What follows belongs to an exercise in optimizing a design on an open flow for small area, a short achievable clock period and few clock cycles per item; a production flow would make more cautious choices. Function was checked by simulation only, so behaviour that the tests miss may differ from the original.

## flow/design.v (module list and top-level ports; edited modules follow where they fit)
// module circ: 4582 lines
// module fa: 6 lines
// module cellp: 8 lines
// module celln: 8 lines
// module ha: 6 lines
module circ(clk, reset, pushin, Xin, Rin, pushout, Yout);
  // ...
==> flow/run.sh <==
#!/bin/bash
# synth_recipe.tcl (not shown) runs the flow's synth.tcl, then flattens the netlist and writes it again
# the make line also repeats each setting of config.mk as NAME=value (left out here)
make -C /OpenROAD-flow-scripts/flow DESIGN_CONFIG=/design/flow/config.mk WORK_HOME=/design/flow/orfs CLKGATE_MAP_FILE= SYNTH_SCRIPT=/design/flow/synth_recipe.tcl finish
==> flow/config.mk <==
export PLATFORM = sky130hd
export DESIGN_NAME = circ
export DESIGN_NICKNAME = circ
export VERILOG_FILES = /design/flow/design.v
export SDC_FILE = /design/flow/constraint.sdc
export NUM_CORES = 4
export LEC_CHECK = 0
export ABC_AREA = 1
export CAP_MARGIN = 20
export CORE_MARGIN = 2
export CORE_UTILIZATION = 40
export CTS_BUF_LIST = sky130_fd_sc_hd__clkbuf_4 sky130_fd_sc_hd__clkbuf_8
export SLEW_MARGIN = 20
export SYNTH_HIERARCHICAL = 1
export SYNTH_MINIMUM_KEEP_SIZE = 0
==> flow/constraint.sdc <==
create_clock -name core_clock -period 80.0 [get_ports {clk}]
set_input_delay 16.0000 -clock core_clock [delete_from_list [all_inputs] [get_ports {clk}]]
set_output_delay 16.0000 -clock core_clock [all_outputs]
set_load 0.01 [all_outputs]
==> results.json, run 1 <==
{
  "route.met2.wl_microns": 43800,
  "post_dp_cell_area_sq_um": 36500,
  "start_util_pct": 40.4,
  "yosysTopAreaCell": "fa_1",
  "setup-tns-final_ps": 0,
  "worstSetupPathType": "reg2out",
  "critical_path_depth": 1,
  "status": "finished clean",
  "m1WireLength_microns": 40100,
  "cp_slowest_stage_delay_ps": 530,
  "grtUsageMet2_pct": 35.6,
  "worstPathRequired_ps": 64000,
  "worstHoldPathType": "reg2reg",
  "fmax_mhz": 57.2,
  "ioPinCount": 76,
  "drt_first_pass_iters": 7,
  "cts_tree": "done",
  "layout.cells.non_filler": 5328,
  "crit_family": "buffers and inverters",
  "tap_cells": 1144,
  "signal_buffers": 129,
  "post-place-ws_ps": 63170,
  "cpMaxStageDelayCell": "clkdlybuf4s50_1",
  "min_from": "DD4[6]$_DFF_P_",
  "largest_register_ffs": 38,
  "synth_top_area_share_pct": 33.3,
  "drcViolationCount": 0,
  "largestClassByArea": "multi-input combinational cells",
  "vias": 27400
}
Testbench counts, summed over its fixed seeds: cycles 160,040, items 160,000.
==> run 2: changes to the inputs <==
==> flow/config.mk (replaced) <==
export PLATFORM = sky130hd
export DESIGN_NAME = circ
export DESIGN_NICKNAME = circ
export VERILOG_FILES = /design/flow/design.v
export SDC_FILE = /design/flow/constraint.sdc
export NUM_CORES = 4
export LEC_CHECK = 0
export ABC_AREA = 1
export CAP_MARGIN = 0
export CORE_MARGIN = 2
export CORE_UTILIZATION = 65
export SLEW_MARGIN = 0
export SYNTH_HIERARCHICAL = 1
export SYNTH_MINIMUM_KEEP_SIZE = 0
==> run 2 against run 1 <==
Still clean on timing, DRC and antenna; clock-buffer cell count is 35 lower; synthesized area is the same; global-route usage up 13 points; register-to-register slack is essentially flat; non-clock buffer count down 2; worst hold slack better by 10 ps; setup slack better by 68 ps; sequential cell count stayed put; routed wire length decreased by 4.1%.
==> results.json, run 2 <==
{
  "status": "finished clean",
  "fin_crit_sh_pct": 21.8,
  "arrival_ps": 1410,
  "drcViolationCount": 0,
  "grtUsageMet2_pct": 57.9,
  "path_cells": "clkdlybuf4s50_1",
  "synth_area_leaders": "fa_1 33%, ha_1 14%, dfxtp_1 13%, nand2_1 9.7%, inv_1 5.5%",
  "whs_path_depth": 0,
  "portBuffers": 75,
  "syn_area_sq_um": 34500,
  "cts.sink_count": 224,
  "cp_max_fo": 1,
  "crit_buf_inv": 1,
  "synthCells": 4111,
  "fmax_mhz": 57.4,
  "drt_iter0_drc": 1719,
  "routabilityCongestion": 0.932,
  "r2r_slack_ps": 64570,
  "synthDistinctLibCells": 63,
  "post_cts_buffers": 0,
  "timing.rr.end": "RR12[13]$_DFF_P_",
  "rows": 84,
  "min_from": "DD12[7]$_DFF_P_",
  "cp-start-kind": "register",
  "worstSkewPairLatency_ps": 590,
  "post_dp_cell_area_sq_um": 35900,
  "async_reset_ff_share_pct": 2.23,
  "worstSetupPathType": "reg2out",
  "drive_gt1_share_pct": 5.36,
  "tightestPinTransition_ps": 982,
  "final_util_pct": 70.1,
  "worstPathRequired_ps": 64000,
  "cp-end-kind": "output port",
  "synth_edf_count": 0,
  "drt_first_pass_iters": 6,
  "ioPinCount": 76,
  "hold-path-endpoint": "DD18[7]$_DFF_P_",
  "ant_nets": 0,
  "slew-limit-headroom_pct": 34.5,
  "fin_ws_ps": 62590,
  "post-place-ws_ps": 63160,
  "dp_hpwl_microns": 67000,
  "finalCriticalPeriod_ps": 17410,
  "yosysMostFrequentCell": "nand2_1",
  "drt-total-wl_microns": 88500,
  "final_common_cell": "nand2_1",
  "root_buffer": "clkbuf_16",
  "hold_buffers": 0,
  "grt_max_degree": 35,
  "yosysTopAreaCell": "fa_1",
  "path_clk_slew_ps": 60,
  "yosysWarnings": 7,
  "fin_skew_ps": 34.7,
  "die_w_microns": 234,
  "busiest_layer": "met2",
  "die_area_sq_um": 54900,
  "grt_overflow": 0,
  "regMostFlops": "DD4",
  "setup_violations": 0,
  "hold_violations": 0,
  "vias": 27500,
  "cts_tree": "done",
  "largest_register_ffs": 38,
  "final_area_sq_um": 36800,
  "wire_per_inst_microns": 18.3,
  "avgSynthCellArea_sq_um": 8.39,
  "syn_nets": 5123,
  "grt_pass1_wl_microns": 145000,
  "reg2reg_depth": 77,
  "cap_viol_max_count": 0,
  "synth-seq-cells": 224,
  "rsz0062_at_grt": "no",
  "clock_path_buffers": 3,
  "setup-tns-final_ps": 0,
  "final_nets": 5137,
  "dp_cells": 4785,
  "worstHoldPathType": "reg2reg",
  "die_y_microns": 234,
  "numCtsBuffers": 26,
  "cp_slowest_stage_delay_ps": 530,
  "seq_area_frac_synth_pct": 13.1,
  "antenna_found_initial": 5,
  "cts_resized": 0,
  "start_util_pct": 65.6,
  "synth_common_cells": "890 x nand2_1, 574 x fa_1, 504 x inv_1",
  "layout.cells.non_filler": 4834,
  "coreArea_sq_um": 52600,
  "synth_top_area_share_pct": 33.3,
  "slew_violations": 0,
  "layout_common_cells": "890 x nand2_1, 574 x fa_1, 504 x inv_1",
  "worstReg2RegStart": "QQ4[2]$_DFF_P_",
  "area_delta_synth_final_pct": 6.81,
  "grt_pass1_vias": 28400,
  "cts_htree_levels": 1,
  "track_usage_pct": 33.7,
  "grt.met3_usage_pct": 7.30,
  "cpMaxStageDelayCell": "clkdlybuf4s50_1",
  "ys_dominant_reg_cell": "dfxtp_1",
  "met1_usage_pct": 42.3,
  "crit_family": "buffers and inverters",
  "vias_per_cell": 5.70
}
## run 2: area by class of cell
type,count,area [sq um]
Antenna cell,2,5.00
Fill cell,4326,15700
Timing Repair Buffer,127,1140
Multi-Input combinational cell,3236,27500
Sequential cell,224,4510
Clock inverter,19,265
Clock buffer,28,678
Inverter,510,1920
Tap cell,688,861
## run 2: worst max-delay path by stage
| stage | start | to | cells after the start |
|---|---|---|---|
| 2_1_floorplan | v[4]$_DFF_PP0_ | pushout | 0 |
| 3_3_place_gp | v[4]$_DFF_PP0_ | pushout | 1 |
| 3_5_place_dp | Y[6]$_DFF_P_ | Yout[6] | 1 |
| 4_1_cts | Y[6]$_DFF_P_ | Yout[6] | 1 |
| 5_1_grt | Y[6]$_DFF_P_ | Yout[6] | 1 |
| 6_report | Y[6]$_DFF_P_ | Yout[6] | 1 |
## run 2: through the flow
stage / hold slack [ps]
6_report: 324
5_1_grt: 330
4_1_cts: 327
3_5_place_dp: 312
3_3_place_gp: 310
2_1_floorplan: 310
## run 2: per-module statistics from Yosys, one instance, submodules excluded
module  flops+latches  cell area (sq um)  times used
circ              224              24000           1
fa                  0               20.0         508
ha                  0               12.5          24
## run 2: logic make-up (layout without fill, tap and decap cells)
| group | after synthesis | count (layout) | synth area share (%) |
|---|---|---|---|
| multiplexers | 5 | 5 | 0.145 |
| other | 0 | 2 | 0 |
| XOR/XNOR | 182 | 182 | 4.64 |
| flip-flops | 224 | 224 | 13.1 |
| adder cells (fa/ha/maj) | 961 | 961 | 47.4 |
| AO/OA/AOI/OAI | 514 | 514 | 8.29 |
| buffers and inverters | 651 | 684 | 7.31 |
| AND/OR/NAND/NOR | 1574 | 1574 | 19.2 |
## run 2: metal layers
layer  share of wire (%)  up-vias
li1                    -    13000
met3                 8.2      264
met4                 3.6        6
met2                  48     1104
met1                  40    13100
met5               0.036        -
==> run 3: changes to the inputs <==
--- a/flow/config.mk
+++ b/flow/config.mk
@@ -7,8 +7,10 @@
 export LEC_CHECK = 0
 export ABC_AREA = 1
-export CAP_MARGIN = 0
+export CAP_MARGIN = 20
 export CORE_MARGIN = 2
 export CORE_UTILIZATION = 65
-export SLEW_MARGIN = 0
+export CTS_CLUSTER_DIAMETER = 100
+export CTS_CLUSTER_SIZE = 30
+export SLEW_MARGIN = 20
 export SYNTH_HIERARCHICAL = 1
 export SYNTH_MINIMUM_KEEP_SIZE = 0
==> run 3 against run 2 <==
Still clean on timing, DRC and antenna; global-route usage decreased by 0.23 points; worst hold slack improved by 11 ps; cell count fell by 0.41%; largest cell class unchanged.
==> results.json, run 3 <==
{
  "status": "finished clean",
  "grtUsageMet2_pct": 57.5,
  "cp-end-kind": "output port",
  "fmax_mhz": 57.4,
  "synth-seq-cells": 224,
  "async_reset_ff_share_pct": 2.23,
  "synth_area_leaders": "fa_1 33%, ha_1 14%, dfxtp_1 13%, nand2_1 9.7%, inv_1 5.5%",
  "worst_hold_slack_ps": 335,
  "synth_top_area_share_pct": 33.3,
  "dp_hpwl_microns": 67000,
  "synth_common_cells": "890 x nand2_1, 574 x fa_1, 504 x inv_1",
  "drt_first_pass_iters": 5,
  "setup_violations": 0,
  "worstSetupPathType": "reg2out",
  "whs_path_depth": 0,
  "min_from": "DD4[8]$_DFF_P_",
  "die_w_microns": 234,
  "setup-tns-final_ps": 0,
  "regMostFlops": "DD4",
  "post_cts_buffers": 0,
  "reg2reg_depth": 77,
  "largest_register_ffs": 38,
  "cp-start-kind": "register",
  "layout_common_cells": "890 x nand2_1, 574 x fa_1, 504 x inv_1",
  "avgSynthCellArea_sq_um": 8.39,
  "busiest_layer": "met2",
  "track_usage_pct": 33.4,
  "cts_htree_levels": 1,
  "worstHoldPathType": "reg2reg",
  "grt_pass1_wl_microns": 144000,
  "yosysMostFrequentCell": "nand2_1",
  "antenna_found_initial": 4,
  "vias": 27300,
  "grt_pass1_vias": 28100,
  "start_util_pct": 65.6,
  "die_area_sq_um": 54900,
  "dp_cells": 4785,
  "portBuffers": 75,
  "met1_usage_pct": 42.4,
  "rows": 84,
  "fillers": 4398,
  "cp_slowest_stage_delay_ps": 530,
  "worstSkewPairLatency_ps": 550,
  "r2r_slack_ps": 64540,
  "hold_violations": 0,
  "syn_nets": 5123,
  "yosysWarnings": 7,
  "clock_path_buffers": 3,
  "drcViolationCount": 0,
  "cts_resized": 0,
  "ys_dominant_reg_cell": "dfxtp_1",
  "final_nets": 5126,
  "drt_iter0_drc": 1643,
  "area_delta_synth_final_pct": 5.62,
  "ioPinCount": 76,
  "worstPathRequired_ps": 64000,
  "cap_viol_max_count": 0,
  "post-place-ws_ps": 63160,
  "cpMaxStageDelayCell": "clkdlybuf4s50_1",
  "arrival_ps": 1410,
  "coreArea_sq_um": 52600,
  "startpoint": "Y[6]$_DFF_P_",
  "syn_area_sq_um": 34500,
  "finalCriticalPeriod_ps": 17410,
  "yosysTopAreaCell": "fa_1",
  "synthDistinctLibCells": 63,
  "ant_nets": 0,
  "multiInputGateArea_sq_um": 27500,
  "worstReg2RegStart": "QQ4[2]$_DFF_P_",
  "vias_per_cell": 5.68,
  "synthCells": 4111,
  "seq_area_frac_synth_pct": 13.1,
  "fin_skew_ps": 24.5,
  "slew-limit-headroom_pct": 33.8,
  "final_common_cell": "nand2_1",
  "wire_per_inst_microns": 18.3,
  "layout.cells.non_filler": 4814,
  "seq_area_sq_um": 4510,
  "grt_max_degree": 35,
  "die_y_microns": 234,
  "path_cells": "clkdlybuf4s50_1",
  "fin_ws_ps": 62590,
  "hold_buffers": 0,
  "crit_family": "buffers and inverters",
  "cp_max_fo": 1,
  "cts_tree": "done",
  "hold-path-endpoint": "DD12[8]$_DFF_P_",
  "cts.sink_count": 224,
  "grt.met3_usage_pct": 6.75,
  "tightestPinTransition_ps": 992,
  "synth_edf_count": 0,
  "grt_overflow": 0,
  "fin_crit_sh_pct": 21.8,
  "timing.rr.end": "RR12[13]$_DFF_P_",
  "drive_gt1_share_pct": 4.85,
  "root_buffer": "clkbuf_16",
  "crit_buf_inv": 1,
  "path_clk_slew_ps": 110,
  "slew_violations": 0,
  "routabilityCongestion": 0.932,
  "drt-total-wl_microns": 87900,
  "numCtsBuffers": 15,
  "rsz0062_at_grt": "no"
}
[run 3: final cells by class]
cell class | instances | area share [%]
Multi-Input combinational cell | 3236 | 75.4
Sequential cell | 224 | 12.4
Inverter | 510 | 5.26
Timing Repair Buffer | 127 | 3.13
Tap cell | 688 | 2.36
Clock buffer | 17 | 1.08
Clock inverter | 9 | 0.381
Antenna cell | 3 | 0.0206
[run 3: cells by family (layout without fill, tap and decap cells)]
kind of cell,after synthesis,count (layout),synth area share (%)
buf+inv,651,663,7.31
other cells,0,3,0
compound gates,514,514,8.29
mux,5,5,0.145
fa+ha+maj,961,961,47.4
flops,224,224,13.1
simple gates,1574,1574,19.2
xor+xnor,182,182,4.64
[run 3: modules after synthesis (local to each module, per instance)]
module / flops+latches / area, sq um
ha: 0 / 12.5
circ: 224 / 24000
fa: 0 / 20.0
[run 3: worst max path at each step]
stage | to | cells past startpoint | slack (ps)
detailed placement | Yout[6] | 1 | 63160
global placement | pushout | 1 | 63180
floorplan | pushout | 0 | 63620
CTS | Yout[6] | 1 | 62550
global route | Yout[6] | 1 | 62520
finish | Yout[6] | 1 | 62590
[run 3: worst register-to-register path: cells and delay by family, from the launching register on]
kind / cells / cell delay, ps
AOI/OAI and AO/OA: 25 / 4880
and+or+nand+nor: 31 / 3790
buffers and inverters: 13 / 3380
adders and majority gates: 8 / 2800
DFF: 1 / 510
[run 3: routing by layer]
metal	share of wire, %	vias to the layer above
met5	0.025	-
met4	3.5	4
met3	8.0	232
met2	48	1027
met1	41	13100
li1	-	13000
[run 3: stage by stage]
step | util, % | area (sq um)
5_1_grt | 69.3 | 36400
3_3_place_gp | 68.3 | 35900
3_5_place_dp | 68.3 | 35900
2_1_floorplan | - | 34500
6_report | 69.3 | 36400
4_1_cts | 69.3 | 36400
==> run 4: changes to the inputs <==
--- a/flow/config.mk
+++ b/flow/config.mk
@@ -9,5 +9,5 @@
 export CAP_MARGIN = 20
 export CORE_MARGIN = 2
-export CORE_UTILIZATION = 65
+export CORE_UTILIZATION = 80
 export CTS_CLUSTER_DIAMETER = 100
 export CTS_CLUSTER_SIZE = 30
==> run 4 against run 3 <==
Setup slack worse by 4.3 ps; highest routed layer is now met4; largest cell class unchanged.
==> results.json, run 4 <==
{
  "antenna_found_initial": 1,
  "cpMaxStageDelayCell": "clkdlybuf4s50_1",
  "vias_per_cell": 6.25,
  "synth_edf_count": 0,
  "track_usage_pct": 42.5,
  "synthDistinctLibCells": 63,
  "whs_path_depth": 0,
  "seq_area_frac_synth_pct": 13.1,
  "tightestPinTransition_ps": 1220,
  "status": "finished clean",
  "yosysWarnings": 7,
  "crit_buf_inv": 1,
  "routabilityCongestion": 0.959,
  "drt_iter0_drc": 2753,
  "start_util_pct": 80.6,
  "yosysTopAreaCell": "fa_1",
  "cap_viol_max_count": 0,
  "timing.rr.end": "RR12[7]$_DFF_P_",
  "numCtsBuffers": 14,
  "grt_pass1_vias": 30400,
  "worstPathRequired_ps": 64000,
  "syn_nets": 5123,
  "final_nets": 5123,
  "critical_path_depth": 1,
  "synth_area_leaders": "fa_1 33%, ha_1 14%, dfxtp_1 13%, nand2_1 9.7%, inv_1 5.5%",
  "arrival_ps": 1420,
  "largest_register_ffs": 38,
  "rsz0062_at_grt": "no",
  "cp_max_fo": 1,
  "reg2reg_depth": 78,
  "avgSynthCellArea_sq_um": 8.39,
  "ys_dominant_reg_cell": "dfxtp_1",
  "cts_tree": "done",
  "async_reset_ff_share_pct": 2.23,
  "cp-start-kind": "register",
  "regMostFlops": "DD4",
  "area_delta_synth_final_pct": 4.91,
  "drcViolationCount": 0,
  "die_w_microns": 212,
  "cts.sink_count": 224,
  "cts_resized": 0,
  "ant_nets": 0,
  "cp-end-kind": "output port",
  "fin_crit_sh_pct": 21.8,
  "hold_violations": 0,
  "fmax_mhz": 57.4,
  "path_cells": "clkdlybuf4s50_1",
  "finalCriticalPeriod_ps": 17420,
  "clock_path_buffers": 3,
  "r2r_slack_ps": 64580,
  "worstReg2RegStart": "QQ4[2]$_DFF_P_",
  "synth-seq-cells": 224,
  "worstHoldPathType": "reg2reg",
  "grt_pass1_wl_microns": 149000,
  "vias": 29100,
  "grt_overflow": 0,
  "drt_first_pass_iters": 10,
  "hold_buffers": 0,
  "post_cts_buffers": 0,
  "synthCells": 4111,
  "worstSkewPairLatency_ps": 540,
  "coreArea_sq_um": 42800,
  "min_from": "DD4[12]$_DFF_P_",
  "slew_violations": 0,
  "cts_htree_levels": 1,
  "fin_skew_ps": 42.2,
  "path_clk_slew_ps": 120,
  "die_y_microns": 212,
  "crit_family": "buffers and inverters",
  "final_common_cell": "nand2_1",
  "yosysMostFrequentCell": "nand2_1",
  "syn_area_sq_um": 34500,
  "rows": 76,
  "layout_common_cells": "890 x nand2_1, 574 x fa_1, 503 x inv_1",
  "slew-limit-headroom_pct": 18.8,
  "grt_max_degree": 41,
  "layout.cells.non_filler": 4665,
  "hold-path-endpoint": "DD12[12]$_DFF_P_",
  "ioPinCount": 76,
  "synth_common_cells": "890 x nand2_1, 574 x fa_1, 504 x inv_1",
  "cp_slowest_stage_delay_ps": 540,
  "dp_hpwl_microns": 67900,
  "setup_violations": 0,
  "wire_per_inst_microns": 19.8,
  "die_area_sq_um": 44800,
  "synth_top_area_share_pct": 33.3,
  "dp_cells": 4641,
  "root_buffer": "clkbuf_16",
  "drt-total-wl_microns": 92300,
  "worstSetupPathType": "reg2out",
  "setup-tns-final_ps": 0,
  "drive_gt1_share_pct": 4.74,
  "portBuffers": 75
}
## run 4: cell counts after synthesis
Identical to the previous run, type by type.
## run 4: layout make-up
cell class / instances / area (sq um)
inverters: 510 / 1920
clock buffers: 17 / 393
clock inverters: 6 / 91.3
fillers: 2637 / 6610
diodes: 1 / 2.50
repair buffers: 125 / 1130
flip-flops and latches: 224 / 4510
multi-input cells: 3236 / 27500
well taps: 546 / 683
## run 4: metal layers
layer  vias up  track usage, %  share of wire [%]
met5         -               0                  0
li1      13000               -                  -
met3       564            10.6                 11
met2      1858            71.6                 47
met1     13800            50.1                 35
met4         0            23.7                6.5
## run 4: worst max-delay path by stage
| stage | end | from | slack [ps] |
|---|---|---|---|
| after floorplan | pushout | v[4]$_DFF_PP0_ | 63620 |
| after global placement | pushout | v[4]$_DFF_PP0_ | 63180 |
| after CTS | Yout[6] | Y[6]$_DFF_P_ | 62560 |
| after detailed placement | Yout[6] | Y[6]$_DFF_P_ | 63150 |
| after global routing | Yout[6] | Y[6]$_DFF_P_ | 62540 |
| final | Yout[6] | Y[6]$_DFF_P_ | 62580 |
## run 4: cell families after synthesis
kind of cell	Yosys count	share of synthesized area (%)
AO/OA/AOI/OAI	514	8.29
AND/OR/NAND/NOR	1574	19.2
flip-flops	224	13.1
adder cells (fa/ha/maj)	961	47.4
multiplexers	5	0.145
XOR/XNOR	182	4.64
buffers and inverters	651	7.31
## run 4: metrics by stage
step / cell area [sq um] / util [%] / hold slack, ps / worst slack (ps)
after floorplan: 34500 / - / 310 / 63620
after global placement: 35700 / 83.4 / 310 / 63180
after detailed placement: 35700 / 83.4 / 312 / 63150
after CTS: 36200 / 84.6 / 332 / 62560
after global routing: 36200 / 84.6 / 341 / 62540
final: 36200 / 84.6 / 327 / 62580
## run 4: per-module statistics from Yosys, one instance, submodules excluded
module  flops+latches  times used
circ              224           1
fa                  0         508
ha                  0          24
==> run 5: changes to the inputs <==
--- a/flow/config.mk
+++ b/flow/config.mk
@@ -9,7 +9,9 @@
 export CAP_MARGIN = 20
 export CORE_MARGIN = 2
-export CORE_UTILIZATION = 80
+export CORE_UTILIZATION = 65
 export CTS_CLUSTER_DIAMETER = 100
 export CTS_CLUSTER_SIZE = 30
+export GPL_ROUTABILITY_DRIVEN = 0
+export GPL_TIMING_DRIVEN = 0
 export SLEW_MARGIN = 20
 export SYNTH_HIERARCHICAL = 1
==> run 5 against run 4 <==
Routed wire length fell by 1.9%; synthesized cell count did not move; clock skew fell by 20 ps; utilization fell by 15 points; clock-buffer cell count fell by 1; cell count rose by 5.0%; register-to-register slack got worse by 1300 ps; critical path type unchanged.
==> results.json, run 5 <==
{
  "arrival_ps": 1450,
  "regMostFlops": "DD4",
  "synthCells": 4111,
  "cap_viol_max_count": 0,
  "cp-start-kind": "register",
  "post_cts_buffers": 0,
  "antenna_found_initial": 0,
  "fmax_mhz": 57.3,
  "cpMaxStageDelayCell": "clkdlybuf4s50_1",
  "syn_area_sq_um": 34500,
  "grt_overflow": 0,
  "finalCriticalPeriod_ps": 17450,
  "die_y_microns": 234,
  "start_util_pct": 65.6,
  "cts_resized": 0,
  "wire_per_inst_microns": 18.5,
  "die_w_microns": 234,
  "async_reset_ff_share_pct": 2.23,
  "drt-total-wl_microns": 90500,
  "setup_violations": 0,
  "cts_htree_levels": 1,
  "clock_path_buffers": 3,
  "drcViolationCount": 0,
  "crit_buf_inv": 1,
  "cts.sink_count": 224,
  "worstPathRequired_ps": 64000,
  "hold_buffers": 0,
  "largest_register_ffs": 38,
  "avgSynthCellArea_sq_um": 8.39,
  "final_util_pct": 69.7,
  "path_cells": "clkdlybuf4s50_1",
  "worstSetupPathType": "reg2out",
  "synthDistinctLibCells": 63,
  "synth-seq-cells": 224,
  "yosysWarnings": 7,
  "rows": 84,
  "layout_common_cells": "890 x nand2_1, 574 x fa_1, 504 x inv_1",
  "cp_slowest_stage_delay_ps": 560,
  "antennaDiodeCount": 0,
  "cp-end-kind": "output port",
  "yosysTopAreaCell": "fa_1",
  "grt_pass1_vias": 28400,
  "numCtsBuffers": 15,
  "fin_skew_ps": 22.5,
  "worstHoldPathType": "reg2reg",
  "tightestPinTransition_ps": 951,
  "grt_pass1_wl_microns": 146000,
  "slew_violations": 0,
  "track_usage_pct": 34.3,
  "vias": 27800,
  "area_delta_synth_final_pct": 6.21,
  "path_clk_slew_ps": 110,
  "root_buffer": "clkbuf_16",
  "final_nets": 5215,
  "final_common_cell": "nand2_1",
  "setup-tns-final_ps": 0,
  "ant_nets": 0,
  "drt_first_pass_iters": 6,
  "cts_tree": "done",
  "dp_hpwl_microns": 75800,
  "die_area_sq_um": 54900,
  "yosysMostFrequentCell": "nand2_1",
  "worstSkewPairLatency_ps": 540,
  "status": "finished clean",
  "ys_dominant_reg_cell": "dfxtp_1",
  "slew-limit-headroom_pct": 36.6,
  "synth_common_cells": "890 x nand2_1, 574 x fa_1, 504 x inv_1",
  "rsz0062_at_grt": "no",
  "synth_top_area_share_pct": 33.3,
  "drt_iter0_drc": 1651,
  "hold_violations": 0,
  "coreArea_sq_um": 52600,
  "grt_max_degree": 32,
  "synth_area_leaders": "fa_1 33%, ha_1 14%, dfxtp_1 13%, nand2_1 9.7%, inv_1 5.5%",
  "fin_crit_sh_pct": 21.8,
  "synth_edf_count": 0,
  "ioPinCount": 76,
  "vias_per_cell": 5.67,
  "crit_family": "buffers and inverters",
  "drive_gt1_share_pct": 3.97,
  "cp_max_fo": 1,
  "portBuffers": 75,
  "seq_area_frac_synth_pct": 13.1,
  "syn_nets": 5123
}
-- run 5: Yosys stat by module, one instance, submodules excluded --
module,flops+latches,area [sq um],cells,times used
ha,0,12.5,1,24
fa,0,20.0,1,508
circ,224,24000,3579,1
-- run 5: worst paths after layout --
check                                     from               to  slack, ps  depth (start not counted)
worst max-delay path              Y[7]$_DFF_P_          Yout[7]      62550                          1
worst min-delay path            DD4[9]$_DFF_P_  DD12[9]$_DFF_P_        320                          0
worst max register to register  QQ4[1]$_DFF_P_  RR12[8]$_DFF_P_      63310                         83
worst min register to register  DD4[9]$_DFF_P_  DD12[9]$_DFF_P_        320                          0
max in group asynchronous                reset   v[1]$_DFF_PP0_      64180                          2
min in group asynchronous                reset   v[0]$_DFF_PP0_      15640                          2
-- run 5: per-layer routing --
metal	up-vias	share of wire (%)	GRT usage, %
li1	13200	-	-
met1	13300	40	42.7
met2	1025	49	59.7
met3	246	6.5	5.30
met4	0	4.6	13.7
met5	-	0	0
-- run 5: cell type report --
| type | instances | area [sq um] |
|---|---|---|
| multi-input combinational | 3236 | 27500 |
| fill | 4458 | 15900 |
| sequential | 224 | 4510 |
| inverter | 510 | 1920 |
| tap | 688 | 861 |
| timing repair buffer | 75 | 751 |
| buffer | 141 | 603 |
| clock buffer | 16 | 379 |
| clock inverter | 8 | 151 |
-- run 5: cells by family (layout without fill, tap and decap cells) --
kind of cell / after synthesis / count (layout) / share of synthesized area (%)
AO/OA/AOI/OAI: 514 / 514 / 8.29
XOR/XNOR: 182 / 182 / 4.64
adder cells (fa/ha/maj): 961 / 961 / 47.4
buffers and inverters: 651 / 750 / 7.31
flip-flops: 224 / 224 / 13.1
multiplexers: 5 / 5 / 0.145
AND/OR/NAND/NOR: 1574 / 1574 / 19.2
-- run 5: through the flow --
| stage | std cells | hold WS [ps] | worst slack [ps] | instance area (sq um) |
|---|---|---|---|---|
| floorplan | 4111 | 310 | 63620 | 34500 |
| global placement | 4874 | 310 | 63130 | 36100 |
| detailed placement | 4874 | 312 | 63130 | 36100 |
| CTS | 4898 | 322 | 62540 | 36600 |
| global route | 4898 | 318 | 61810 | 36600 |
| finish | 4898 | 318 | 62550 | 36600 |
==> run 6: changes to the inputs <==
--- a/flow/config.mk
+++ b/flow/config.mk
@@ -10,8 +10,4 @@
 export CORE_MARGIN = 2
 export CORE_UTILIZATION = 65
-export CTS_CLUSTER_DIAMETER = 100
-export CTS_CLUSTER_SIZE = 30
-export GPL_ROUTABILITY_DRIVEN = 0
-export GPL_TIMING_DRIVEN = 0
 export SLEW_MARGIN = 20
 export SYNTH_HIERARCHICAL = 1
==> run 6 against run 5 <==
Still clean; synthesized cell count unchanged; die area unchanged; final area up 0.56%; sequential cell count unchanged; global-route usage down 0.60 points; routed wire length down 2.2%; non-clock buffer count down 89; utilization up 0.39 points; critical path type unchanged; largest cell class unchanged; highest routed layer is now met5.
==> results.json, run 6 <==
{
  "status": "finished clean",
  "ant_nets": 0,
  "drive_gt1_share_pct": 5.36,
  "seq_area_sq_um": 4510,
  "slew_violations": 0,
  "min_from": "DD12[7]$_DFF_P_",
  "synthCells": 4111,
  "worstSkewPairLatency_ps": 590,
  "yosysWarnings": 7,
  "r2r_slack_ps": 64570,
  "cp-start-kind": "register",
  "die_area_sq_um": 54900,
  "fin_crit_sh_pct": 21.8,
  "cts_tree": "done",
  "cts_htree_levels": 1,
  "fin_skew_ps": 34.7,
  "fillers": 4326,
  "synth-seq-cells": 224,
  "synth_compound_area_share_pct": 8.29,
  "vias_per_cell": 5.70,
  "layout_common_cells": "890 x nand2_1, 574 x fa_1, 504 x inv_1",
  "final_area_sq_um": 36800,
  "cts_resized": 0,
  "vias": 27500,
  "routabilityCongestion": 0.932,
  "worstPathRequired_ps": 64000,
  "crit_buf_inv": 1,
  "worstHoldPathType": "reg2reg",
  "slew-limit-headroom_pct": 34.5,
  "worstSetupPathType": "reg2out",
  "rows": 84,
  "synthDistinctLibCells": 63,
  "grt_pass1_wl_microns": 145000,
  "drt_first_pass_iters": 6,
  "whs_path_depth": 0,
  "rsz0062_at_grt": "no",
  "syn_area_sq_um": 34500,
  "synth-simple-area-share_pct": 19.2,
  "crit_family": "buffers and inverters",
  "final_nets": 5137,
  "root_buffer": "clkbuf_16",
  "die_w_microns": 234,
  "wire_per_inst_microns": 18.3,
  "portBuffers": 75,
  "synth-adder-area-share_pct": 47.4,
  "largest_register_ffs": 38,
  "tightestPinTransition_ps": 982,
  "final_common_cell": "nand2_1",
  "synth_common_cells": "890 x nand2_1, 574 x fa_1, 504 x inv_1",
  "antenna_found_initial": 5,
  "post_cts_buffers": 0,
  "yosysMostFrequentCell": "nand2_1",
  "cp-end-kind": "output port",
  "clock_path_buffers": 3,
  "synth_top_family_by_area": "adder cells",
  "multiInputGateArea_sq_um": 27500,
  "ys_dominant_reg_cell": "dfxtp_1",
  "seq_area_frac_synth_pct": 13.1,
  "cts.sink_count": 224,
  "ioPinCount": 76,
  "coreArea_sq_um": 52600,
  "hold-path-endpoint": "DD18[7]$_DFF_P_",
  "path_cells": "clkdlybuf4s50_1",
  "synth_edf_count": 0,
  "regMostFlops": "DD4",
  "cap_viol_max_count": 0,
  "path_clk_slew_ps": 60,
  "drt-total-wl_microns": 88500,
  "track_usage_pct": 33.7,
  "drt_iter0_drc": 1719,
  "hold_violations": 0,
  "cpMaxStageDelayCell": "clkdlybuf4s50_1",
  "start_util_pct": 65.6,
  "finalCriticalPeriod_ps": 17410,
  "grt_pass1_vias": 28400,
  "muxShareOfSynthArea_pct": 0.145,
  "yosysTopAreaCell": "fa_1",
  "area_delta_synth_final_pct": 6.81,
  "dp_hpwl_microns": 67000,
  "grt_overflow": 0,
  "synth_area_leaders": "fa_1 33%, ha_1 14%, dfxtp_1 13%, nand2_1 9.7%, inv_1 5.5%",
  "setup_violations": 0,
  "cp_max_fo": 1,
  "synth_top_area_share_pct": 33.3,
  "drcViolationCount": 0,
  "reg2reg_depth": 77,
  "avgSynthCellArea_sq_um": 8.39,
  "cp_slowest_stage_delay_ps": 530,
  "synth_xor_area_share_pct": 4.64,
  "timing.rr.end": "RR12[13]$_DFF_P_",
  "post_dp_cell_area_sq_um": 35900,
  "numCtsBuffers": 26,
  "arrival_ps": 1410,
  "worstReg2RegStart": "QQ4[2]$_DFF_P_",
  "grt_max_degree": 35,
  "hold_buffers": 0,
  "async_reset_ff_share_pct": 2.23,
  "syn_nets": 5123,
  "die_y_microns": 234,
  "fmax_mhz": 57.4,
  "setup-tns-final_ps": 0
}
## run 6: worst max path at each step
stage,startpoint,cells past startpoint,to
2_1_floorplan,v[4]$_DFF_PP0_,0,pushout
3_3_place_gp,v[4]$_DFF_PP0_,1,pushout
3_5_place_dp,Y[6]$_DFF_P_,1,Yout[6]
4_1_cts,Y[6]$_DFF_P_,1,Yout[6]
5_1_grt,Y[6]$_DFF_P_,1,Yout[6]
6_report,Y[6]$_DFF_P_,1,Yout[6]
## run 6: routing by layer
layer | GRT usage, % | part of all wire [%] | vias to the layer above
li1 | - | - | 13000
met1 | 42.3 | 40 | 13100
met2 | 57.9 | 48 | 1104
met3 | 7.30 | 8.2 | 264
met4 | 11.0 | 3.6 | 6
met5 | 0 | 0.036 | -
## run 6: layout make-up
type | count | area share, %
sequential | 224 | 12.2
timing repair buffer | 127 | 3.10
multi-input combinational | 3236 | 74.5
clock buffer | 28 | 1.84
inverter | 510 | 5.20
tap | 688 | 2.34
clock inverter | 19 | 0.720
antenna | 2 | 0.0136
## run 6: modules after synthesis, one instance, submodules excluded
| module | cells inside | times used | flops+latches |
|---|---|---|---|
| circ | 3579 | 1 | 224 |
| fa | 1 | 508 | 0 |
| ha | 1 | 24 | 0 |
## run 6: metrics by stage
stage | cells | util [%] | setup WS [ps] | hold WS, ps
2_1_floorplan | 4111 | - | 63620 | 310
3_3_place_gp | 4785 | 68.3 | 63180 | 310
3_5_place_dp | 4785 | 68.3 | 63160 | 312
4_1_cts | 4832 | 70.1 | 62550 | 327
5_1_grt | 4833 | 70.1 | 62510 | 330
6_report | 4834 | 70.1 | 62590 | 324
## run 6: cell families (layout without fill, tap and decap cells)
| kind of cell | Yosys count | in the layout |
|---|---|---|
| adders and majority gates | 961 | 961 |
| muxes | 5 | 5 |
| xor gates and xnor gates | 182 | 182 |
| DFF | 224 | 224 |
| other | 0 | 2 |
| buffers and inverters | 651 | 684 |
| and+or+nand+nor | 1574 | 1574 |
| AOI/OAI and AO/OA | 514 | 514 |
## run 6: worst register-to-register path, delay by kind of cell, from the launching register on
family	cells	cell delay (ps)
buffers and inverters	13	3370
AND/OR/NAND/NOR	31	3760
adder cells (fa/ha/maj)	8	2790
flip-flops	1	500
AO/OA/AOI/OAI	25	4850
==> run 7: changes to the inputs <==
--- a/flow/config.mk
+++ b/flow/config.mk
@@ -10,4 +10,6 @@
 export CORE_MARGIN = 2
 export CORE_UTILIZATION = 65
+export CTS_CLUSTER_DIAMETER = 80
+export CTS_CLUSTER_SIZE = 40
 export SLEW_MARGIN = 20
 export SYNTH_HIERARCHICAL = 1
==> run 7 against run 6 <==
Still clean; worst hold slack better by 11 ps; setup slack got worse by 17 ps; clock skew grew 10 ps; non-clock buffer count stayed put; maximum frequency is essentially flat; sequential share of layout area grew 0.099 points; utilization decreased by 0.56 points; synthesized area did not move; synthesized cell count unchanged; critical endpoint is now pushout.
==> results.json, run 7 <==
{
  "cp-end-kind": "output port",
  "cts_htree_levels": 1,
  "syn_nets": 5123,
  "slew-limit-headroom_pct": 34.6,
  "clock_path_buffers": 3,
  "synth_top_area_share_pct": 33.3,
  "m1WireLength_microns": 35300,
  "cp_slowest_stage_delay_ps": 530,
  "cp_max_fo": 1,
  "fillers": 4383,
  "path_clk_slew_ps": 100,
  "grt_pass1_wl_microns": 144000,
  "async_reset_ff_share_pct": 2.23,
  "cap_viol_max_count": 0,
  "vias_per_cell": 5.70,
  "final_nets": 5129,
  "cts_tree": "done",
  "crit_buf_inv": 1,
  "largest_register_ffs": 38,
  "setup_violations": 0,
  "drt-total-wl_microns": 87900,
  "antenna_found_initial": 5,
  "timing.rr.end": "RR12[13]$_DFF_P_",
  "synth_area_leaders": "fa_1 33%, ha_1 14%, dfxtp_1 13%, nand2_1 9.7%, inv_1 5.5%",
  "worstSkewPairLatency_ps": 560,
  "tightestPinTransition_ps": 980,
  "area_delta_synth_final_pct": 5.95,
  "post_cts_buffers": 0,
  "drt_iter0_drc": 1757,
  "worstPathRequired_ps": 64000,
  "min_from": "DD4[8]$_DFF_P_",
  "ant_nets": 0,
  "regMostFlops": "DD4",
  "cpMaxStageDelayCell": "clkdlybuf4s50_1",
  "grt_overflow": 0,
  "rsz0062_at_grt": "no",
  "fmax_mhz": 57.4,
  "fin_skew_ps": 45.1,
  "root_buffer": "clkbuf_16",
  "grt_max_degree": 35,
  "r2r_slack_ps": 64640,
  "worstHoldPathType": "reg2reg",
  "path_cells": "clkdlybuf4s50_1",
  "arrival_ps": 1430,
  "synth_edf_count": 0,
  "fin_crit_sh_pct": 21.8,
  "slew_violations": 0,
  "coreArea_sq_um": 52600,
  "reg2reg_depth": 77,
  "crit_family": "buffers and inverters",
  "synth-seq-cells": 224,
  "cts_resized": 0,
  "seq_area_frac_synth_pct": 13.1,
  "synth_common_cells": "890 x nand2_1, 574 x fa_1, 504 x inv_1",
  "drive_gt1_share_pct": 4.96,
  "portBuffers": 75,
  "worstReg2RegStart": "QQ4[2]$_DFF_P_",
  "yosysMostFrequentCell": "nand2_1",
  "post-place-ws_ps": 63160,
  "worstSetupPathType": "reg2out",
  "syn_area_sq_um": 34500,
  "rows": 84,
  "ioPinCount": 76,
  "finalCriticalPeriod_ps": 17430,
  "die_y_microns": 234,
  "synthDistinctLibCells": 63,
  "layout_common_cells": "890 x nand2_1, 574 x fa_1, 504 x inv_1",
  "synthCells": 4111,
  "die_w_microns": 234,
  "wire_per_inst_microns": 18.2,
  "cts.sink_count": 224,
  "wl_met3_microns": 7300,
  "hold_violations": 0,
  "route.met2.wl_microns": 42100,
  "whs_path_depth": 0,
  "grt_pass1_vias": 28200,
  "yosysTopAreaCell": "fa_1",
  "fin_ws_ps": 62570,
  "drt_first_pass_iters": 5,
  "drcViolationCount": 0,
  "start_util_pct": 65.6,
  "dp_hpwl_microns": 67000,
  "hold-path-endpoint": "DD12[8]$_DFF_P_",
  "routabilityCongestion": 0.932,
  "hold_buffers": 0,
  "ys_dominant_reg_cell": "dfxtp_1",
  "numCtsBuffers": 18,
  "die_area_sq_um": 54900,
  "track_usage_pct": 33.4,
  "cp-start-kind": "register",
  "final_common_cell": "nand2_1",
  "status": "finished clean",
  "dr.max_layer_used": "met5",
  "vias": 27500,
  "yosysWarnings": 7,
  "avgSynthCellArea_sq_um": 8.39,
  "setup-tns-final_ps": 0
}
-- run 7: cell counts after synthesis --
Identical to the previous run, type by type.
-- run 7: worst reg2reg max path, delay by kind of cell, from the launching register on --
| family | cells | cell delay [ps] |
|---|---|---|
| AO/OA/AOI/OAI | 25 | 4850 |
| flip-flops | 1 | 510 |
| buffers and inverters | 13 | 3360 |
| AND/OR/NAND/NOR | 31 | 3750 |
| adder cells (fa/ha/maj) | 8 | 2800 |
-- run 7: cell families (layout without fill, tap and decap cells) --
| group | Yosys count | after routing | share of synthesized area [%] |
|---|---|---|---|
| compound gates | 514 | 514 | 8.29 |
| xor+xnor | 182 | 182 | 4.64 |
| fa+ha+maj | 961 | 961 | 47.4 |
| buf+inv | 651 | 669 | 7.31 |
| flops | 224 | 224 | 13.1 |
| mux | 5 | 5 | 0.145 |
| other cells | 0 | 1 | 0 |
| simple gates | 1574 | 1574 | 19.2 |
-- run 7: per-module statistics from Yosys, one instance, submodules excluded --
module / flops+latches / area (sq um) / cells
circ: 224 / 24000 / 3579
fa: 0 / 20.0 / 1
ha: 0 / 12.5 / 1
-- run 7: through the flow --
| stage | area [sq um] | util (%) | std cells | hold WS [ps] |
|---|---|---|---|---|
| after global placement | 35900 | 68.3 | 4785 | 310 |
| after floorplan | 34500 | - | 4111 | 310 |
| after global routing | 36500 | 69.5 | 4817 | 341 |
| after detailed placement | 35900 | 68.3 | 4785 | 312 |
| after CTS | 36500 | 69.5 | 4817 | 336 |
| final | 36500 | 69.5 | 4818 | 335 |
-- run 7: final cells by class --
| cell class | count | area, sq um | area share [%] |
|---|---|---|---|
| multi-input combinational | 3236 | 27500 | 75.2 |
| sequential | 224 | 4510 | 12.3 |
| inverter | 510 | 1920 | 5.25 |
| timing repair buffer | 127 | 1140 | 3.12 |
| tap | 688 | 861 | 2.36 |
| clock buffer | 21 | 472 | 1.29 |
| clock inverter | 11 | 178 | 0.486 |
| antenna | 1 | 2.50 | 0.00685 |
-- run 7: worst max path at each step --
| stage | from | end | cells after the start |
|---|---|---|---|
| after floorplan | v[4]$_DFF_PP0_ | pushout | 0 |
| after global placement | v[4]$_DFF_PP0_ | pushout | 1 |
| after detailed placement | Y[6]$_DFF_P_ | Yout[6] | 1 |
| after CTS | v[4]$_DFF_PP0_ | pushout | 1 |
| after global routing | Y[22]$_DFF_P_ | Yout[22] | 1 |
| final | v[4]$_DFF_PP0_ | pushout | 1 |
-- run 7: per-layer routing --
layer / vias to the layer above / GRT usage, %
met5: - / 0
met4: 8 / 11.0
met3: 248 / 7.06
met2: 1099 / 57.3
met1: 13100 / 42.2
li1: 13000 / -
==> run 8: changes to the inputs <==
==> flow/flow/run.sh (new file) <==
#!/bin/bash
# Own flow: the standard layout (standard.sh, unchanged synthesis and steps),
# except that the port buffers that ORFS's buffer_ports inserts on every input
# and output are sky130_fd_sc_hd__buf_2 cells instead of the default choice.
# All of make's output goes to standard.log in the work folder; each ORFS step
# keeps its own log under orfs/logs/.
set -euo pipefail
export BUFFER_PORTS_ARGS="-buffer_cell sky130_fd_sc_hd__buf_2"
bash standard.sh finish > standard.log 2>&1
==> flow/standard.sh (new file) <==
#!/bin/bash
# synth_recipe.tcl (not shown) runs the flow's synth.tcl, then flattens the netlist and writes it again
# the make line also repeats each setting of config.mk as NAME=value (left out here)
make -C /OpenROAD-flow-scripts/flow DESIGN_CONFIG=/design/flow/config.mk WORK_HOME=/design/flow/orfs CLKGATE_MAP_FILE= SYNTH_SCRIPT=/design/flow/synth_recipe.tcl "${@:-finish}"
--- a/flow/config.mk
+++ b/flow/config.mk
@@ -10,6 +10,4 @@
 export CORE_MARGIN = 2
 export CORE_UTILIZATION = 65
-export CTS_CLUSTER_DIAMETER = 80
-export CTS_CLUSTER_SIZE = 40
 export SLEW_MARGIN = 20
 export SYNTH_HIERARCHICAL = 1
removed: flow/run.sh
==> run 8 against run 7 <==
Still clean; synthesized area unchanged; global-route usage about the same; critical path type unchanged; largest cell class unchanged; highest routed layer unchanged.
==> results.json, run 8 <==
{
  "start_util_pct": 65.6,
  "portBuffers": 75,
  "synth_area_leaders": "fa_1 33%, ha_1 14%, dfxtp_1 13%, nand2_1 9.7%, inv_1 5.5%",
  "die_w_microns": 234,
  "cpMaxStageDelayCell": "dfrtp_1",
  "cts_tree": "done",
  "rows": 84,
  "min_from": "DD12[3]$_DFF_P_",
  "drt-total-wl_microns": 89600,
  "multiInputGateArea_sq_um": 27500,
  "avgSynthCellArea_sq_um": 8.39,
  "whs_path_depth": 0,
  "grtUsageMet2_pct": 58.1,
  "ant_nets": 0,
  "rsz0062_at_grt": "no",
  "final_common_cell": "nand2_1",
  "vias": 27600,
  "clock_path_buffers": 3,
  "reg2reg_depth": 77,
  "grt_overflow": 0,
  "setup_violations": 0,
  "synth-seq-cells": 224,
  "seq_area_frac_synth_pct": 13.1,
  "routabilityCongestion": 0.907,
  "synthCells": 4111,
  "setup-tns-final_ps": 0,
  "status": "finished clean",
  "arrival_ps": 1060,
  "worstSkewPairLatency_ps": 600,
  "cp-end-kind": "output port",
  "fmax_mhz": 58.6,
  "yosysMostFrequentCell": "nand2_1",
  "grt_max_degree": 35,
  "fin_crit_sh_pct": 21.3,
  "cp-start-kind": "register",
  "drt_iter0_drc": 1592,
  "slew-limit-headroom_pct": 32.5,
  "yosysTopAreaCell": "fa_1",
  "ioPinCount": 76,
  "yosysWarnings": 7,
  "busiest_layer": "met2",
  "synth_edf_count": 0,
  "drt_first_pass_iters": 5,
  "post_cts_buffers": 0,
  "track_usage_pct": 33.4,
  "async_reset_ff_share_pct": 2.23,
  "drive_gt1_share_pct": 7.16,
  "ys_dominant_reg_cell": "dfxtp_1",
  "syn_area_sq_um": 34500,
  "grt.met3_usage_pct": 6.69,
  "worstHoldPathType": "reg2reg",
  "crit_buf_inv": 1,
  "vias_per_cell": 5.70,
  "numCtsBuffers": 27,
  "area_delta_synth_final_pct": 5.81,
  "fin_skew_ps": 34.5,
  "grt_pass1_wl_microns": 143000,
  "grt_pass1_vias": 28000,
  "cts_htree_levels": 1,
  "synthDistinctLibCells": 63,
  "final_util_pct": 69.4,
  "hold-path-endpoint": "DD18[3]$_DFF_P_",
  "crit_family": "flip-flops",
  "synth_top_area_share_pct": 33.3,
  "die_y_microns": 234,
  "hold_violations": 0,
  "worstReg2RegStart": "QQ4[2]$_DFF_P_",
  "path_cells": "buf_2",
  "regMostFlops": "DD4",
  "cp_max_fo": 1,
  "timing.rr.end": "RR12[7]$_DFF_P_",
  "die_area_sq_um": 54900,
  "synth_common_cells": "890 x nand2_1, 574 x fa_1, 504 x inv_1",
  "path_clk_slew_ps": 60,
  "r2r_slack_ps": 64500,
  "cts_resized": 0,
  "final_nets": 5137,
  "slew_violations": 0,
  "worstPathRequired_ps": 64000,
  "dp_hpwl_microns": 67100,
  "layout_common_cells": "890 x nand2_1, 574 x fa_1, 504 x inv_1",
  "antenna_found_initial": 4,
  "met1_usage_pct": 41.3,
  "root_buffer": "clkbuf_16",
  "seq_area_sq_um": 4510,
  "cts.sink_count": 224,
  "fillers": 4515,
  "tightestPinTransition_ps": 1010,
  "finalCriticalPeriod_ps": 17060,
  "wire_per_inst_microns": 18.5,
  "largest_register_ffs": 38,
  "cap_viol_max_count": 0,
  "hold_buffers": 0,
  "cp_slowest_stage_delay_ps": 360,
  "syn_nets": 5123,
  "drcViolationCount": 0,
  "coreArea_sq_um": 52600,
  "worstSetupPathType": "reg2out"
}
## run 8: cell counts after synthesis
Identical to the previous run, type by type.
## run 8: metrics by stage
step	area [sq um]	hold WS (ps)	setup WS (ps)	std cells
after floorplan	34500	310	63620	4111
after global placement	35500	310	63540	4784
after detailed placement	35500	312	63530	4784
after CTS	36500	323	62910	4834
after global routing	36500	331	62910	4835
final	36500	323	62940	4837
## run 8: modules after synthesis (local to each module, per instance)
module | copies in the design | cell area, sq um | cells inside
circ | 1 | 24000 | 3579
fa | 508 | 20.0 | 1
ha | 24 | 12.5 | 1
## run 8: cells by family after synthesis
| family | count (synthesis) | share of synthesized area [%] |
|---|---|---|
| AND/OR/NAND/NOR | 1574 | 19.2 |
| adder cells (fa/ha/maj) | 961 | 47.4 |
| AO/OA/AOI/OAI | 514 | 8.29 |
| flip-flops | 224 | 13.1 |
| multiplexers | 5 | 0.145 |
| buffers and inverters | 651 | 7.31 |
| XOR/XNOR | 182 | 4.64 |
## run 8: worst max-delay path by stage
stage | end | start | cells past startpoint
2_1_floorplan | pushout | v[4]$_DFF_PP0_ | 0
3_3_place_gp | pushout | v[4]$_DFF_PP0_ | 1
3_5_place_dp | pushout | v[4]$_DFF_PP0_ | 1
4_1_cts | pushout | v[4]$_DFF_PP0_ | 1
5_1_grt | pushout | v[4]$_DFF_PP0_ | 1
6_report | pushout | v[4]$_DFF_PP0_ | 1
## run 8: cell type report
type	count	area share, %
antenna	3	0.0206
clock buffer	33	2.00
clock inverter	17	0.686
inverter	510	5.25
multi-input combinational	3236	75.3
sequential	224	12.4
tap	688	2.36
timing repair buffer	126	2.08
## run 8: routing by layer
layer	vias to the layer above	part of all wire [%]
met2	1049	48
met5	-	0.022
li1	13000	-
met4	4	3.8
met3	248	7.9
met1	13300	40
==> run 9: changes to the inputs <==
--- a/flow/config.mk
+++ b/flow/config.mk
@@ -10,4 +10,6 @@
 export CORE_MARGIN = 2
 export CORE_UTILIZATION = 65
+export CTS_CLUSTER_DIAMETER = 100
+export CTS_CLUSTER_SIZE = 30
 export SLEW_MARGIN = 20
 export SYNTH_HIERARCHICAL = 1
==> run 9 against run 8 <==
Synthesized cell count unchanged; critical path depth unchanged; utilization decreased by 0.66 points; clock skew decreased by 3.5 ps; cell count decreased by 0.45%; sequential share of layout area increased by 0.12 points; die area unchanged; largest cell class unchanged; highest routed layer unchanged.
==> results.json, run 9 <==
{
  "synth_top_area_share_pct": 33.3,
  "yosysTopAreaCell": "fa_1",
  "path_clk_slew_ps": 110,
  "synth_xor_area_share_pct": 4.64,
  "cts_resized": 0,
  "worstReg2RegStart": "QQ4[2]$_DFF_P_",
  "ioPinCount": 76,
  "wire_per_inst_microns": 18.4,
  "routabilityCongestion": 0.907,
  "start_util_pct": 65.6,
  "worst_hold_slack_ps": 328,
  "rsz0062_at_grt": "no",
  "largest_register_ffs": 38,
  "syn_nets": 5123,
  "fmax_mhz": 58.7,
  "synth_area_leaders": "fa_1 33%, ha_1 14%, dfxtp_1 13%, nand2_1 9.7%, inv_1 5.5%",
  "cp_max_fo": 1,
  "grt_pass1_wl_microns": 143000,
  "fin_skew_ps": 31.0,
  "startpoint": "v[4]$_DFF_PP0_",
  "coreArea_sq_um": 52600,
  "grt_max_degree": 35,
  "reg2reg_depth": 77,
  "drt-total-wl_microns": 88700,
  "slew-limit-headroom_pct": 32.7,
  "synthCells": 4111,
  "ant_nets": 0,
  "cts_htree_levels": 1,
  "rows": 84,
  "whs_path_depth": 0,
  "worstPathRequired_ps": 64000,
  "hold_buffers": 0,
  "finalCriticalPeriod_ps": 17040,
  "worstHoldPathType": "reg2reg",
  "synth_compound_area_share_pct": 8.29,
  "synth_top_family_by_area": "adder cells",
  "fin_crit_sh_pct": 21.3,
  "post_cts_buffers": 0,
  "clock_path_buffers": 3,
  "cp-end-kind": "output port",
  "drt_iter0_drc": 1651,
  "worstSetupPathType": "reg2out",
  "slew_violations": 0,
  "async_reset_ff_share_pct": 2.23,
  "crit_family": "flip-flops",
  "final_common_cell": "nand2_1",
  "yosysMostFrequentCell": "nand2_1",
  "status": "finished clean",
  "cts_tree": "done",
  "synthDistinctLibCells": 63,
  "dp_hpwl_microns": 67100,
  "synth_common_cells": "890 x nand2_1, 574 x fa_1, 504 x inv_1",
  "critical_path_depth": 1,
  "path_cells": "buf_2",
  "vias_per_cell": 5.69,
  "cap_viol_max_count": 0,
  "antenna_found_initial": 4,
  "grt_overflow": 0,
  "min_from": "DD4[20]$_DFF_P_",
  "die_y_microns": 234,
  "seq_area_frac_synth_pct": 13.1,
  "portBuffers": 75,
  "yosysWarnings": 7,
  "arrival_ps": 1040,
  "muxShareOfSynthArea_pct": 0.145,
  "syn_area_sq_um": 34500,
  "vias": 27400,
  "root_buffer": "clkbuf_16",
  "setup_violations": 0,
  "cp-start-kind": "register",
  "layout_common_cells": "890 x nand2_1, 574 x fa_1, 504 x inv_1",
  "synth-simple-area-share_pct": 19.2,
  "cts.sink_count": 224,
  "final_nets": 5127,
  "final_util_pct": 68.8,
  "cp_slowest_stage_delay_ps": 370,
  "avgSynthCellArea_sq_um": 8.39,
  "hold_violations": 0,
  "synth-adder-area-share_pct": 47.4,
  "track_usage_pct": 33.2,
  "die_area_sq_um": 54900,
  "synth_edf_count": 0,
  "synth-seq-cells": 224,
  "cpMaxStageDelayCell": "dfrtp_1",
  "worstSkewPairLatency_ps": 540,
  "ys_dominant_reg_cell": "dfxtp_1",
  "tightestPinTransition_ps": 1010,
  "drcViolationCount": 0,
  "grt_pass1_vias": 27700,
  "area_delta_synth_final_pct": 4.81,
  "setup-tns-final_ps": 0,
  "regMostFlops": "DD4",
  "drt_first_pass_iters": 5,
  "numCtsBuffers": 17,
  "drive_gt1_share_pct": 6.76,
  "crit_buf_inv": 1,
  "die_w_microns": 234
}
[run 9: layer usage]
layer | up-vias | share of wire (%) | GRT usage [%] | wire length (microns)
li1 | 13000 | - | - | -
met1 | 13200 | 40 | 41.5 | 35300
met2 | 1036 | 48 | 57.9 | 42800
met3 | 219 | 8.3 | 6.42 | 7390
met4 | 6 | 3.5 | 11.1 | 3140
met5 | - | 0.038 | 0 | 34
[run 9: per-module statistics from Yosys, one instance, submodules excluded]
module  area [sq um]  times used
circ           24000           1
ha              12.5          24
fa              20.0         508
[run 9: path summary, 6_finish.rpt]
kind                               endpoint  slack (ps)
setup reg to reg           RR12[13]$_DFF_P_       64570
hold reg to reg            DD12[20]$_DFF_P_         330
max in group asynchronous    v[3]$_DFF_PP0_       64510
setup / recovery                    pushout       62960
min in group asynchronous    v[0]$_DFF_PP0_       15330
hold / removal             DD12[20]$_DFF_P_         330
[run 9: through the flow]
stage	cells	cell area (sq um)	setup slack, ps
after floorplan	4111	34500	63620
after global placement	4784	35500	63540
after detailed placement	4784	35500	63530
after CTS	4813	36100	62940
after global routing	4813	36100	62920
final	4815	36100	62960
[run 9: final cells by class]
type | count | area (sq um)
flip-flops and latches | 224 | 4510
fillers | 4574 | 16400
clock inverters | 10 | 183
inverters | 510 | 1920
repair buffers | 126 | 758
diodes | 2 | 5.00
clock buffers | 19 | 453
multi-input cells | 3236 | 27500
well taps | 688 | 861
[run 9: cell families (layout without fill, tap and decap cells)]
kind of cell / count (synthesis) / after routing
multiplexers: 5 / 5
flip-flops: 224 / 224
AO/OA/AOI/OAI: 514 / 514
other: 0 / 2
XOR/XNOR: 182 / 182
buffers and inverters: 651 / 665
AND/OR/NAND/NOR: 1574 / 1574
adder cells (fa/ha/maj): 961 / 961

==> static timing again, ports no longer ideal <==
How much do the figures lean on ideal ports? The routed layouts below were timed once more, with nothing changed but the port constraints. Step 1: set_driving_cell puts a clkbuf_16 on clk and a buf_2 on each other input, an assumption about the parent block. Step 2, shift: input delay + t, output delay - t, t = (earliest + latest rising clock arrival at the registers) / 2. This alone moves slack from input paths to output paths. Slacks: no drivers / after step 1 / after step 2; pairs: no drivers / after step 1.
| run | t, ns | setup WS [ns] | hold slack, ns | worst setup path at the end |
|---|---|---|---|---|
| run 1 | 0.706 | 62.519 / 62.456 / 63.162 | 0.314 / 0.314 / 0.314 | register to output |
| run 2 | 0.638 | 62.587 / 62.523 / 63.161 | 0.324 / 0.324 / 0.324 | register to output |
| run 3 | 0.598 | 62.587 / 62.525 / 63.123 | 0.335 / 0.335 / 0.335 | register to output |
| run 4 | 0.581 | 62.583 / 62.522 / 63.103 | 0.327 / 0.327 / 0.327 | register to output |
| run 5 | 0.589 | 62.553 / 62.492 / 63.081 | 0.318 / 0.318 / 0.318 | register to output |
| run 6 | 0.638 | 62.587 / 62.523 / 63.161 | 0.324 / 0.324 / 0.324 | register to output |
| run 7 | 0.604 | 62.570 / 62.508 / 63.112 | 0.335 / 0.335 / 0.335 | register to output |
| run 8 | 0.641 | 62.942 / 62.883 / 63.524 | 0.323 / 0.323 / 0.323 | register to output |
| run 9 | 0.587 | 62.964 / 62.904 / 63.491 | 0.328 / 0.328 / 0.328 | register to output |
After both steps setup and hold are still met in every run listed.
